This is an optimization exercise on Yosys and OpenROAD, whose aim is small area, not a production implementation.
RTL that was checked went through simulation tests only; none was proved equivalent to the original.
Power and IR drop assume default switching activity.

== before ==
==> module game, before the edit <==
module game(input clk25,
    input rst,
    input [9:0] xpos,
    input [9:0] ypos,
    input rota,
    input rotb,
    input de,
    output red,
    output green,
    output blue);
function automatic [10:0] radd10(input [9:0] a, input [9:0] b, input cin);
  integer i; reg c; reg [9:0] s;
  begin
    c = cin;
    for (i = 0; i < 10; i = i + 1) begin
      s[i] = a[i] ^ b[i] ^ c;
      c = (a[i] & b[i]) | ((a[i] ^ b[i]) & c);
    end
    radd10 = {c, s};
  end
endfunction
reg [17:0] tmr;
wire tmr_wrap = (tmr == 18'h0de83);
wire tmr_fb = ~(tmr[17] ^ tmr[10]);
always @(posedge clk25) begin
 if (rst || tmr_wrap)
  tmr <= 18'd0;
 else
  tmr <= {tmr[16:0], tmr_fb};
end
reg [8:0] paddlePosition;
wire pmove = tmr_wrap && (rota || rotb);
wire [9:0] kP = {1'b0, {7{pmove & ~rota}}, pmove & rota, pmove};   
wire [10:0] Padd = radd10({1'b0, paddlePosition}, kP, 1'b0);
always @(posedge clk25) begin
 if (rst)
  paddlePosition <= 9'd160;
 else
  paddlePosition <= Padd[8:0];
end
reg [95:0] dead;
wire wide = dead[29];    
wire fast = dead[30];    
wire endOfFrame = (xpos == 0 && ypos == 480);
wire [7:0] row;
wire [11:0] col;
genvar gi;
generate
 for (gi = 0; gi < 8; gi = gi + 1) begin : g_row
  assign row[gi] = (ypos >= 30 + 30*gi) && (ypos <= 50 + 30*gi);
 end
 for (gi = 0; gi < 12; gi = gi + 1) begin : g_col
  assign col[gi] = (xpos >= 13 + 52*gi) && (xpos <= 55 + 52*gi);
 end
endgenerate
reg [9:0] ballX;
reg [8:0] ballY;
reg ballXpos, ballYpos;
reg Xbounce, Ybounce;
reg [5:0] missTimer;
wire [5:0] missStep = {missTimer[4:0], ~(missTimer[5] ^ missTimer[4])};
wire [9:0] nx = ~xpos;
wire [9:0] ny = ~ypos;
wire atOrigin = (ballX == 0) && (ballY == 0);
wire dirX = ballXpos ^ Xbounce;
wire dirY = ballYpos ^ Ybounce;
wire sx = dirX ^ fast;
wire sy = dirY ^ fast;
wire [9:0] kx = {{7{~dirX}}, ~sx, sx, 1'b1};
wire [9:0] ky = {1'b0, {6{~dirY}}, ~sy, sy, 1'b1};
wire [9:0] ax = nx & ~({10{endOfFrame}} & ~kx);
wire [9:0] ay = (ny & ~({10{endOfFrame}} & ~ky & 10'b1000011111)) | ({10{endOfFrame}} & ky & 10'b0111100000);
wire [10:0] ebx = radd10(ax, ballX, 1'b0);             
wire [10:0] eby = radd10(ay, {1'b0, ballY}, 1'b0);     
wire ball_run = !ebx[10] && (&ebx[9:3]) && (ebx[2] || ebx[1]) &&
                !eby[10] && (&eby[9:3]) && (eby[2] || eby[1]);
wire ball_eof = (ballX == 0) && (ballY >= 475) && (ballY <= 480);
wire ball = endOfFrame ? ball_eof : ball_run;
wire [10:0] epx = radd10(nx, {1'b0, paddlePosition}, 1'b0);
wire paddle = !epx[10] && (epx[9:0] <= 1019) && (epx[9:0] >= (wide ? 903 : 939)) && (ypos[9:3] == 55);
wire area = (xpos < 640 && ypos < 480);
wire top = (area && ypos <= 10);
wire bottom = (area && ypos >= 476);
wire left = (area && xpos <= 3);
wire right = (area && xpos >= 637);
wire border = left || right || top;
wire missed = area && (missTimer != 0);
always @(posedge clk25) begin
 if (rst) begin
  ballX <= 0;
  ballY <= 0;
 end
 else if (endOfFrame) begin
  if (atOrigin) begin
   ballX <= 25;
   ballY <= 280;
  end
  else begin
   ballX <= ebx[9:0];
   ballY <= eby[8:0];
  end
 end
end
always @(posedge clk25) begin
 if (rst) begin
  Xbounce <= 0;
  Ybounce <= 0;
  ballXpos <= 1;
  ballYpos <= 1;
  missTimer <= 0;
 end
 else if (!endOfFrame) begin
  if (ball && (left || right))
   Xbounce <= 1;
  if (ball && (top || bottom || (paddle && ballYpos)))
   Ybounce <= 1;
  if (ball && bottom)
   missTimer <= 6'd7;
 end
 else begin
  if (atOrigin) begin
   ballXpos <= 1;
   ballYpos <= 1;
   Xbounce <= 0;
   Ybounce <= 0;
  end
  else begin
   ballXpos <= dirX;
   ballYpos <= dirY;
   Xbounce <= 0;
   Ybounce <= 0;
   if (missTimer != 0)
    missTimer <= missStep;
  end
 end
end
wire set_all = rst | (~endOfFrame & de);
wire [7:0] hitrow = row & {8{ball & ~endOfFrame & ~rst}};
wire [95:0] hit;
generate
 for (gi = 0; gi < 96; gi = gi + 1) begin : g_brick
  assign hit[gi] = hitrow[gi / 12] & col[gi % 12];
 end
endgenerate
always @(posedge clk25)
 dead <= hit | (dead & {96{~set_all}});
wire common = missed || border || paddle || ball;
wire [7:0] S;
generate
 for (gi = 0; gi < 8; gi = gi + 1) begin : g_rowsel
  assign S[gi] = |(col & ~dead[12*gi +: 12]);
 end
endgenerate
wire S2g = |(col[4:0] & ~dead[28:24]) | |(col[11:7] & ~dead[35:31]);
wire bR = (row[0] & S[0]) | (row[1] & S[1]) | (row[6] & S[6]) | (row[7] & S[7]);
wire bG = (row[2] & S2g) | (row[3] & S[3]) | (row[4] & S[4]) | (row[5] & S[5]) | (row[6] & S[6]) | (row[7] & S[7]);
wire bB = (row[2] & S[2]) | (row[3] & S[3]);
assign red   = common | bR;
assign green = common | bG;
assign blue  = common | bB;
endmodule
clock: 40.0 ns
lec_check: 0
cap_margin: 20
core_margin: 2
core_utilization: 80
cts_buf_list: sky130_fd_sc_hd__clkbuf_8
slew_margin: 20
standard.sh (not shown) runs the stock make flow with config.mk's settings and CLKGATE_MAP_FILE= SYNTH_SCRIPT=/design/flow/synth_recipe.tcl, a recipe that flattens the netlist after the stock synthesis.
==> flow/flow/run.sh <==
#!/bin/bash
# Standard ORFS layout (the standard.sh), with two changes:
#  - port buffers use the smallest buffer cell (every port still gets one)
#  - clock tree: clkbuf_8 buffers, no dummy loads
set -o pipefail
export BUFFER_PORTS_ARGS="-buffer_cell sky130_fd_sc_hd__buf_1"
export CTS_ARGS="-sink_clustering_enable -repair_clock_nets -buf_list sky130_fd_sc_hd__clkbuf_8 -dont_use_dummy_load"
bash standard.sh > standard_flow.log 2>&1
Here is what was changed in the inputs of after compared with before.
-- flow/design.v --
<<< before, line 51
  end
endfunction
reg [17:0] tmr;
wire tmr_wrap = (tmr == 18'h0de83);
wire tmr_fb = ~(tmr[17] ^ tmr[10]);
always @(posedge clk25) begin
 if (rst || tmr_wrap)
  tmr <= 18'd0;
 else
  tmr <= {tmr[16:0], tmr_fb};
end
reg [8:0] paddlePosition;
>>> after, line 51
  end
endfunction
localparam [17:0] TMASK = 18'h2aaaa;
reg [17:0] ts;
wire [17:0] tmr = ts ^ TMASK;
wire tmr_wrap = (tmr == 18'h0de83);
wire tmr_fb = ~(tmr[17] ^ tmr[10]);
always @(posedge clk25) begin
 if (rst || tmr_wrap)
  ts <= TMASK;
 else
  ts <= {tmr[16:0], tmr_fb} ^ TMASK;
end
reg [8:0] paddlePosition;
[summary]
Final core utilization (higher): after
Routed wire length delta (before -> after): insignificant
Global-route wire length before repair: before and after compared, lower one is after
On worst-case setup margin in the final layout: between before and after, it ends up lower for after.
Re critical path depth: before was lower than after.
When the final numbers for before and after were put side by side, the maximum ir drop on the vdd rail turned out to be greater in after.
The RTL of after was laid out without a check of its function.

[separate check: timing with driven ports]
The flow's constraints put no driver on any port. The routed layouts listed below were extracted and timed again, unchanged, in two steps.
Step 1 (the two cells are an assumption about what drives the block):
set clk [get_ports {clk}]
set_driving_cell -lib_cell sky130_fd_sc_hd__clkbuf_16 $clk
set_driving_cell -lib_cell sky130_fd_sc_hd__buf_2 [delete_from_list [all_inputs] $clk]
Step 2 adds t to the input delays and takes it off the output delays; t is the mean of the earliest and latest rising clock arrival at the registers after step 1. Input paths then give back, and output paths get back, about the clock's delay inside the block.
Three values: ideal, step 1, step 2; two values: the first two.
| run | t, ns | slack for setup (ns) | worst hold slack (ns) | worst data-port slew with drivers (ns) |
|---|---|---|---|---|
| before | 0.508 | 24.379 / 24.340 / 24.848 | 0.461 / 0.461 / 0.461 | 0.03 |
| after | 0.496 | 24.035 / 23.997 / 24.494 | 0.401 / 0.401 / 0.401 | 0.03 |
After both steps setup and hold are still met in every run listed.
